From an optimization exercise on the open Yosys and OpenROAD flow, aimed at small area and a short achievable clock period; shortcuts taken in it are not production practice.
The RTL was checked by simulation tests, not by an equivalence proof against the original design.
The clock port is modelled as an ideal driver, which makes a skipped or thinned clock tree look cheaper than it is; a real chip needs a root buffer or a tree.
Power and IR drop assume default switching activity.

v32:
==> flow/design.v (excerpt) <==
module Apb3UartCtrl (
  input      [4:0]    io_apb_PADDR,
  input      [0:0]    io_apb_PSEL,
  input               io_apb_PENABLE,
  output              io_apb_PREADY,
  input               io_apb_PWRITE,
  input      [31:0]   io_apb_PWDATA,
  output     [31:0]   io_apb_PRDATA,
  output              io_uart_txd,
  input               io_uart_rxd,
  output              io_interrupt,
  input               io_axiClk,
  input               resetCtrl_axiReset
);
Size: ~1300 cells after synthesis, roughly 410 flip-flops, about 78 I/O pins.
Settings: LEC_CHECK=0, CAP_MARGIN=20, CORE_MARGIN=2, CORE_UTILIZATION=40, SLEW_MARGIN=20; clock period 10.0 ns.
standard.sh (not shown) runs the stock make flow with config.mk's settings and CLKGATE_MAP_FILE= SYNTH_SCRIPT=/design/flow/synth_recipe.tcl, a recipe that flattens the netlist after the stock synthesis.
==> flow/flow/run.sh <==
#!/bin/bash
# Standard ORFS layout (standard synthesis unchanged), with the I/O port
# buffers made from plain buffers and repair_timing asked for extra setup
# margin. Each step's full output is in orfs/logs; make's own output in make.log.
set -euo pipefail
bash standard.sh \
  "BUFFER_PORTS_ARGS=-buffer_cell sky130_fd_sc_hd__buf_2" \
  "SETUP_SLACK_MARGIN=7" \
  "TNS_END_PERCENT=100" \
  "CTS_ARGS=-sink_clustering_enable -repair_clock_nets -dont_use_dummy_load -buf_list sky130_fd_sc_hd__clkbuf_8" \
  finish > make.log 2>&1
v32 completed; timing, DRC and antenna clean
For v50, these inputs were changed with respect to v32:
==> flow/flow/run.sh <==
#!/bin/bash
# Standard ORFS layout (standard synthesis unchanged) with:
#  - I/O port buffers made from plain buffers,
#  - a clock tree of clkbuf_16 with larger sink clusters and no dummy loads,
#  - repair_timing asked for extra setup margin, free to change footprints.
# Each step's full output is in orfs/logs; make's own output in make.log.
set -euo pipefail
bash standard.sh \
  "BUFFER_PORTS_ARGS=-buffer_cell sky130_fd_sc_hd__buf_2" \
  "SETUP_SLACK_MARGIN=7.2" \
  "MATCH_CELL_FOOTPRINT=0" \
  "TNS_END_PERCENT=100" \
  "CTS_ARGS=-sink_clustering_enable -repair_clock_nets -dont_use_dummy_load -buf_list sky130_fd_sc_hd__clkbuf_16 -sink_clustering_size 25 -sink_clustering_max_diameter 150" \
  finish > make.log 2>&1
Results
Timing, DRC, antenna: 0 failures across v50 and v32. Startpoint of the most critical setup path = txd_n: v50; startpoint of the most critical setup path = irq: v32. [v50] portion of total power attributed to combinational logic rose 3.0 points relative to v32. | area taken by multi-input logic gates | v50 vs v32 | about 1.5% higher |. Changes observed in v50 relative to v32: power dissipated in the clock network -about 28%; instance area after placement essentially unchanged; count of clock-buffer cells in the layout now sits lower; sequential cell count did not really move. On detailed-route wire length: v50 sits below v32. Against v32, v50 comes in 0.29 points higher on utilization. In v50, clock-pin slew of the registers on the worst-case setup and hold paths is higher than in v32. v50 vs. v32: layout cell share with drive strength beyond 1 shows no meaningful change, power shows a reduction of 0.29 mW.
[inputs] v20 vs v50
==> flow/flow/run.sh <==
#!/bin/bash
# Standard ORFS layout (standard synthesis unchanged), with the I/O port
# buffers made from plain buffers and repair_timing asked for extra setup
# margin. Each step's full output is in orfs/logs; make's own output in make.log.
set -euo pipefail
bash standard.sh \
  "BUFFER_PORTS_ARGS=-buffer_cell sky130_fd_sc_hd__buf_2" \
  "SETUP_SLACK_MARGIN=7.2" "MATCH_CELL_FOOTPRINT=0" \
  "TNS_END_PERCENT=100" \
  "CTS_ARGS=-sink_clustering_enable -repair_clock_nets -dont_use_dummy_load -buf_list sky130_fd_sc_hd__clkbuf_8" \
  finish > make.log 2>&1
--- outcome ---
| routing usage on met1 | v50 vs v20 | ≈ equal |. [v20] number of levels in the clock H-tree rose 2 relative to v50. On maximum frequency, the lower figure sits with v20, not v50. [compare] base=v50 new=v20: area overhead of the layout relative to synthesis grew by 1.8 points, aggregate global-route resource usage grew by 0.67 points, layout buffer count excluding clock buffers shrank by 17, final worst setup slack shrank by 40 ps, share of total power in the clock network grew by 6.9 points. Compared with v50, v20 shows a higher routed wire length.


Apb3UartCtrl, a different RTL version from the one above (not shown whole).
Size: roughly 1,300 cells after synthesis, about 78 I/O pins, ~0.018 mm^2 of cells after synthesis.
clock: 10.0 ns
lec_check: 0
cap_margin: 20
core_margin: 2
core_utilization: 40
slew_margin: 20
==> flow/flow/run.sh <==
#!/bin/bash
# Standard ORFS layout (standard synthesis unchanged), with the I/O port
# buffers made from plain buffers and repair_timing asked for extra setup
# margin. Each step's full output is in orfs/logs; make's own output in make.log.
set -euo pipefail
bash standard.sh \
  "BUFFER_PORTS_ARGS=-buffer_cell sky130_fd_sc_hd__buf_2" \
  "SETUP_SLACK_MARGIN=7" \
  "TNS_END_PERCENT=100" \
  finish > make.log 2>&1
The baseline passed the timing, design-rule and antenna checks.
Then changed:
--- a/flow/flow/run.sh
+++ b/flow/flow/run.sh
@@ -9,0 +10 @@
+  "CTS_ARGS=-sink_clustering_enable -repair_clock_nets -dont_use_dummy_load -buf_list sky130_fd_sc_hd__clkbuf_8" \
The changed run finished with timing, DRC and antenna clean.
Total power decreases by roughly a tenth.
Wire length decreases slightly.
Clock-buffer cell count goes up by 12.
Fmax drops slightly.
Cell count fell slightly.
Sequential power barely changes.
Final area came out lower by a few percent.
Synthesized cell count is unchanged.
First-iteration DRC count falls by a few percent.
Area after synthesis does not change.
Setup slack degrades by 0.032 ns.
Then changed:
--- a/flow/flow/run.sh
+++ b/flow/flow/run.sh
@@ -8 +8 @@
-  "SETUP_SLACK_MARGIN=7" \
+  "SETUP_SLACK_MARGIN=6.5" \
@@ -10 +9,0 @@
-  "CTS_ARGS=-sink_clustering_enable -repair_clock_nets -dont_use_dummy_load -buf_list sky130_fd_sc_hd__clkbuf_8" \
- The new run ran to the end with no violations
- via count increases by 0.90%
- critical path depth rose by 4
- first-iteration DRC count grows by about 26%
- final area rose by about 0.9%
Then changed:
--- a/flow/flow/run.sh
+++ b/flow/flow/run.sh
@@ -8 +8 @@
-  "SETUP_SLACK_MARGIN=6.5" \
+  "SETUP_SLACK_MARGIN=7" \
@@ -9,0 +10 @@
+  "CTS_ARGS=-sink_clustering_enable -repair_clock_nets -dont_use_dummy_load -buf_list sky130_fd_sc_hd__clkbuf_4" \
Result: The new run finished with timing, DRC and antenna clean; clock-buffer cell count is higher by 42; sequential power barely changes; worst setup slack is about the same; global-route usage is higher by 0.23 points.


build 95:
Apb3UartCtrl, a different RTL version from the one above (not shown whole).
Size in the first run: roughly 1100 cells after synthesis, about 78 I/O pins, about 17000 sq um of cells after synthesis.
export LEC_CHECK = 0
export CAP_MARGIN = 20
export CORE_MARGIN = 2
export CORE_UTILIZATION = 40
export SLEW_MARGIN = 20
create_clock -name core_clock -period 10.0 [get_ports {io_axiClk}]
==> flow/flow/run.sh <==
#!/bin/bash
# Standard ORFS layout (standard synthesis unchanged), with the I/O port
# buffers made from plain buffers and repair_timing asked for extra setup
# margin. Each step's full output is in orfs/logs; make's own output in make.log.
set -euo pipefail
bash standard.sh \
  "BUFFER_PORTS_ARGS=-buffer_cell sky130_fd_sc_hd__buf_2" \
  "SETUP_SLACK_MARGIN=6" \
  "TNS_END_PERCENT=100" \
  finish > make.log 2>&1
--- input diff build 95..build 84 ---
-- flow/flow/run.sh --
<<< build 95, line 7
  "BUFFER_PORTS_ARGS=-buffer_cell sky130_fd_sc_hd__buf_2" \
  "SETUP_SLACK_MARGIN=6" \
  "TNS_END_PERCENT=100" \
>>> build 84, line 7
  "BUFFER_PORTS_ARGS=-buffer_cell sky130_fd_sc_hd__buf_2" \
  "SETUP_SLACK_MARGIN=7" \
  "TNS_END_PERCENT=100" \
[summary]
Across both runs, cell count was higher for build 84 than for build 95. Compare build 84 and build 95 | global-route usage over all layers lower: build 95. The clock power of build 84 was superior to that of build 95. Relative to build 95, first-pass GRT wire length increased by about 1.8% in build 84. | non-clock buffer count | build 84 vs build 95 | about 46% higher |. Fmax: build 84 higher than build 95. Sort build 84 and build 95 by final critical delay including setup and external delays, descending, and build 95 comes first.
For build 67, these inputs were changed with respect to build 84:
==> flow/run.sh (new file) <==
#!/bin/bash
# synth_recipe.tcl (not shown) runs the flow's synth.tcl, then flattens the netlist and writes it again
# the make line also repeats each setting of config.mk as NAME=value (left out here)
make -C /OpenROAD-flow-scripts/flow DESIGN_CONFIG=/design/flow/config.mk WORK_HOME=/design/flow/orfs CLKGATE_MAP_FILE= SYNTH_SCRIPT=/design/flow/synth_recipe.tcl finish
removed: flow/flow/run.sh
removed: flow/standard.sh
==> run notes <==
- On via count, build 84 loses to build 67.
- | wire length | higher: build 67 |
- Per the comparison of build 67 with build 84, clock buffer count from CTS decreased by 1 relative to the old numbers, part of the power in registers increased 1.7 points.


Apb3UartCtrl, a different RTL version from the one above (not shown whole).
Size: ~1,200 cells after synthesis, roughly 410 flip-flops, about 78 I/O pins, ~0.018 mm² of cells after synthesis.
## Apb3UartCtrl
module Apb3UartCtrl (
  input      [4:0]    io_apb_PADDR,
  input      [0:0]    io_apb_PSEL,
  input               io_apb_PENABLE,
  output              io_apb_PREADY,
  input               io_apb_PWRITE,
  input      [31:0]   io_apb_PWDATA,
  output     [31:0]   io_apb_PRDATA,
  output              io_uart_txd,
  input               io_uart_rxd,
  output              io_interrupt,
  input               io_axiClk,
  input               resetCtrl_axiReset
);
  wire clk = io_axiClk;
  wire rst = resetCtrl_axiReset;
  localparam [2:0] S_IDLE = 3'd0, S_START = 3'd1, S_DATA = 3'd2,
                   S_PARITY = 3'd3, S_STOP = 3'd4;
  wire setup = io_apb_PSEL[0] & !io_apb_PENABLE;
  reg s_w0, s_w4, s_w8, s_wc, s_w10, s_r0;
  always @(posedge clk) begin
    s_w0  <= setup &  io_apb_PWRITE & (io_apb_PADDR == 5'h00);
    s_w4  <= setup &  io_apb_PWRITE & (io_apb_PADDR == 5'h04);
    s_w8  <= setup &  io_apb_PWRITE & (io_apb_PADDR == 5'h08);
    s_wc  <= setup &  io_apb_PWRITE & (io_apb_PADDR == 5'h0c);
    s_w10 <= setup &  io_apb_PWRITE & (io_apb_PADDR == 5'h10);
    s_r0  <= setup & !io_apb_PWRITE & (io_apb_PADDR == 5'h00);
  end
  wire wr0  = s_w0;
  wire wr4  = s_w4;
  wire wr8  = s_w8;
  wire wrc  = s_wc;
  wire wr10 = s_w10;
  wire rd0  = s_r0;
  reg [19:0] divider;
  reg        tie, rie;
  reg        readError, overflowError, breakDetected, doBreak;
  reg [2:0]  dataLength;
  reg [1:0]  parity;
  reg        stop2;
  reg        brk_prev;
  wire       brk;           
  wire       rx_error;
  wire       rx_overflow;
  always @(posedge clk or posedge rst) begin
    if (rst) begin
      divider       <= 20'h0;
      tie           <= 1'b0;
      rie           <= 1'b0;
      readError     <= 1'b0;
      overflowError <= 1'b0;
      breakDetected <= 1'b0;
      doBreak       <= 1'b0;
    end else begin
      if (wr8) divider <= io_apb_PWDATA[19:0];
      if (wr4) begin
        tie <= io_apb_PWDATA[0];
        rie <= io_apb_PWDATA[1];
      end
  ...
==> flow/config.mk <==
export PLATFORM = sky130hd
export DESIGN_NAME = Apb3UartCtrl
export DESIGN_NICKNAME = Apb3UartCtrl
export VERILOG_FILES = /design/flow/design.v
export SDC_FILE = /design/flow/constraint.sdc
export NUM_CORES = 4
export LEC_CHECK = 0
export CAP_MARGIN = 20
export CORE_MARGIN = 2
export CORE_UTILIZATION = 40
export SLEW_MARGIN = 20
==> flow/constraint.sdc <==
create_clock -name core_clock -period 10.0 [get_ports {io_axiClk}]
set_input_delay 2.0000 -clock core_clock [delete_from_list [all_inputs] [get_ports {io_axiClk}]]
set_output_delay 2.0000 -clock core_clock [all_outputs]
set_load 0.01 [all_outputs]
==> flow/flow/run.sh <==
#!/bin/bash
# ORFS layout with the standard synthesis unchanged, except for the clock
# tree: ORFS runs up to placement, flow/cts_step.tcl builds a two-level
# clock tree (port -> 4 clkbuf_16 -> 16 clkbuf_16 -> registers) and repairs
# timing, then ORFS continues with routing and finishing.
# Logs: make_place.log, cts_step.log, make_finish.log (and orfs/logs).
set -euo pipefail
ARGS=(
  "BUFFER_PORTS_ARGS=-buffer_cell sky130_fd_sc_hd__buf_2"
  "SETUP_SLACK_MARGIN=7.2"
  "MATCH_CELL_FOOTPRINT=0"
  "TNS_END_PERCENT=100"
  "CORE_UTILIZATION=60"
)
bash standard.sh "${ARGS[@]}" place > make_place.log 2>&1
MCTS_RESULTS=$PWD/orfs/results/sky130hd/Apb3UartCtrl/base \
MCTS_LEAVES=16 MCTS_MIDS=4 MCTS_SETUP_MARGIN=7.2 \
  openroad -no_init -exit flow/cts_step.tcl > cts_step.log 2>&1
bash standard.sh "${ARGS[@]}" finish > make_finish.log 2>&1
==> flow/flow/cts_step.tcl <==
# Clock tree step run in place of ORFS's CTS step: reads the placed design,
# builds a two-level clkbuf_16 tree (mcts.tcl), legalizes, repairs setup and
# hold as ORFS's CTS step does, and writes the files ORFS's later steps read.
set R $::env(MCTS_RESULTS)
set P $::env(FLOW_HOME)/platforms/sky130hd
read_lef $P/lef/sky130_fd_sc_hd.tlef
read_lef $P/lef/sky130_fd_sc_hd_merged.lef
read_liberty $P/lib/sky130_fd_sc_hd__tt_025C_1v80.lib
read_db $R/3_place.odb
read_sdc $R/3_place.sdc
source $P/setRC.tcl
set_dont_use [get_lib_cells {*probe* *lpflow*}]

source [file dirname [info script]]/mcts.tcl
mcts_build io_axiClk $::env(MCTS_LEAVES) $::env(MCTS_MIDS)

set_placement_padding -global -left 0 -right 0
detailed_placement
set_propagated_clock [all_clocks]
estimate_parasitics -placement
report_clock_latency
report_worst_slack -max
report_worst_slack -min

repair_timing -setup_margin $::env(MCTS_SETUP_MARGIN) -hold_margin 0 \
  -repair_tns 100 -verbose
detailed_placement
check_placement -verbose
estimate_parasitics -placement
report_worst_slack -max
report_worst_slack -min
report_clock_latency

write_db $R/4_1_cts.odb
write_sdc -no_timestamp $R/4_cts.sdc
Other scripts of this flow, unchanged in this note and not shown: flow/flow/mcts.tcl
The first run went through all stages and came out clean.
Change:
--- a/flow/flow/run.sh
+++ b/flow/flow/run.sh
@@ -9,6 +9,5 @@
   "BUFFER_PORTS_ARGS=-buffer_cell sky130_fd_sc_hd__buf_2"
-  "SETUP_SLACK_MARGIN=7.2"
+  "SETUP_SLACK_MARGIN=7.4"
   "MATCH_CELL_FOOTPRINT=0"
   "TNS_END_PERCENT=100"
-  "CORE_UTILIZATION=60"
 )
@@ -16,3 +15,3 @@
 MCTS_RESULTS=$PWD/orfs/results/sky130hd/Apb3UartCtrl/base \
-MCTS_LEAVES=16 MCTS_MIDS=4 MCTS_SETUP_MARGIN=7.2 \
+MCTS_LEAVES=16 MCTS_MIDS=4 MCTS_SETUP_MARGIN=7.4 \
   openroad -no_init -exit flow/cts_step.tcl > cts_step.log 2>&1
- The changed run ran to the end with no violations
- global-route usage came out lower by 7.7 points
- first-iteration DRC count decreases by about a fifth
- core utilization shrinks by 20 points
- via count is higher slightly
- die area went up by well over a third
- power went up slightly
- worst hold slack loses 0.037 ns
In every run of this note, the design's own scripts or RTL, not TritonCTS, make the clock network.

-- separate check: timing with driven ports --
The results above use ideal ports. As a check the final layouts listed here were re-extracted and re-timed, cells and wires unchanged. Step 1 sets driving cells, clkbuf_16 on the clock port and buf_2 on the other inputs (assumed; they add their load-dependent delay and slew). Step 2 also shifts input and output timing later by t, the mid clock arrival at the registers, as if the neighbouring blocks saw the same clock. a / b / c = no drivers / after step 1 / after step 2; a / b = the first two.
run	t (ns)	slack for setup (ns)	hold WS [ns]	worst register clock-pin slew, ns	worst data-port slew with drivers (ns)
v32	0.669	6.771 / 6.720 / 6.215	0.346 / 0.346 / 0.346	0.06 / 0.06	0.09
v50	0.589	6.910 / 6.858 / 6.404	0.354 / 0.354 / 0.354	0.11 / 0.11	0.05
v20	0.658	6.870 / 6.818 / 6.378	0.339 / 0.339 / 0.339	0.06 / 0.06	0.05
the first run of note 2	0.601	6.864 / 6.812 / 6.399	0.366 / 0.366 / 0.366	0.06 / 0.06	0.05
the second run of note 2	0.627	6.831 / 6.782 / 6.394	0.354 / 0.354 / 0.354	0.06 / 0.06	0.05
the third run of note 2	0.633	6.657 / 6.686 / 6.053	0.353 / 0.353 / 0.353	0.06 / 0.06	0.04
the fourth run of note 2	0.807	6.659 / 6.611 / 6.277	0.367 / 0.367 / 0.367	0.06 / 0.06	0.05
build 95	0.579	6.123 / 6.074 / 5.573	0.369 / 0.369 / 0.369	0.06 / 0.06	0.04
build 84	0.609	6.448 / 6.394 / 6.432	0.349 / 0.349 / 0.349	0.06 / 0.06	0.04
build 67	0.585	5.724 / 5.673 / 5.171	0.348 / 0.348 / 0.348	0.06 / 0.06	0.04
the first run of note 4	0.436	7.054 / 7.029 / 6.675	0.404 / 0.404 / 0.404	0.11 / 0.11	0.16
the second run of note 4	0.421	7.004 / 7.008 / 6.587	0.367 / 0.367 / 0.367	0.11 / 0.11	0.15
After both steps setup and hold are still met in every run listed. The setup slack of the third run of note 2, which loses most, moves by +0.029 ns with the drivers and by -0.604 ns with both steps.
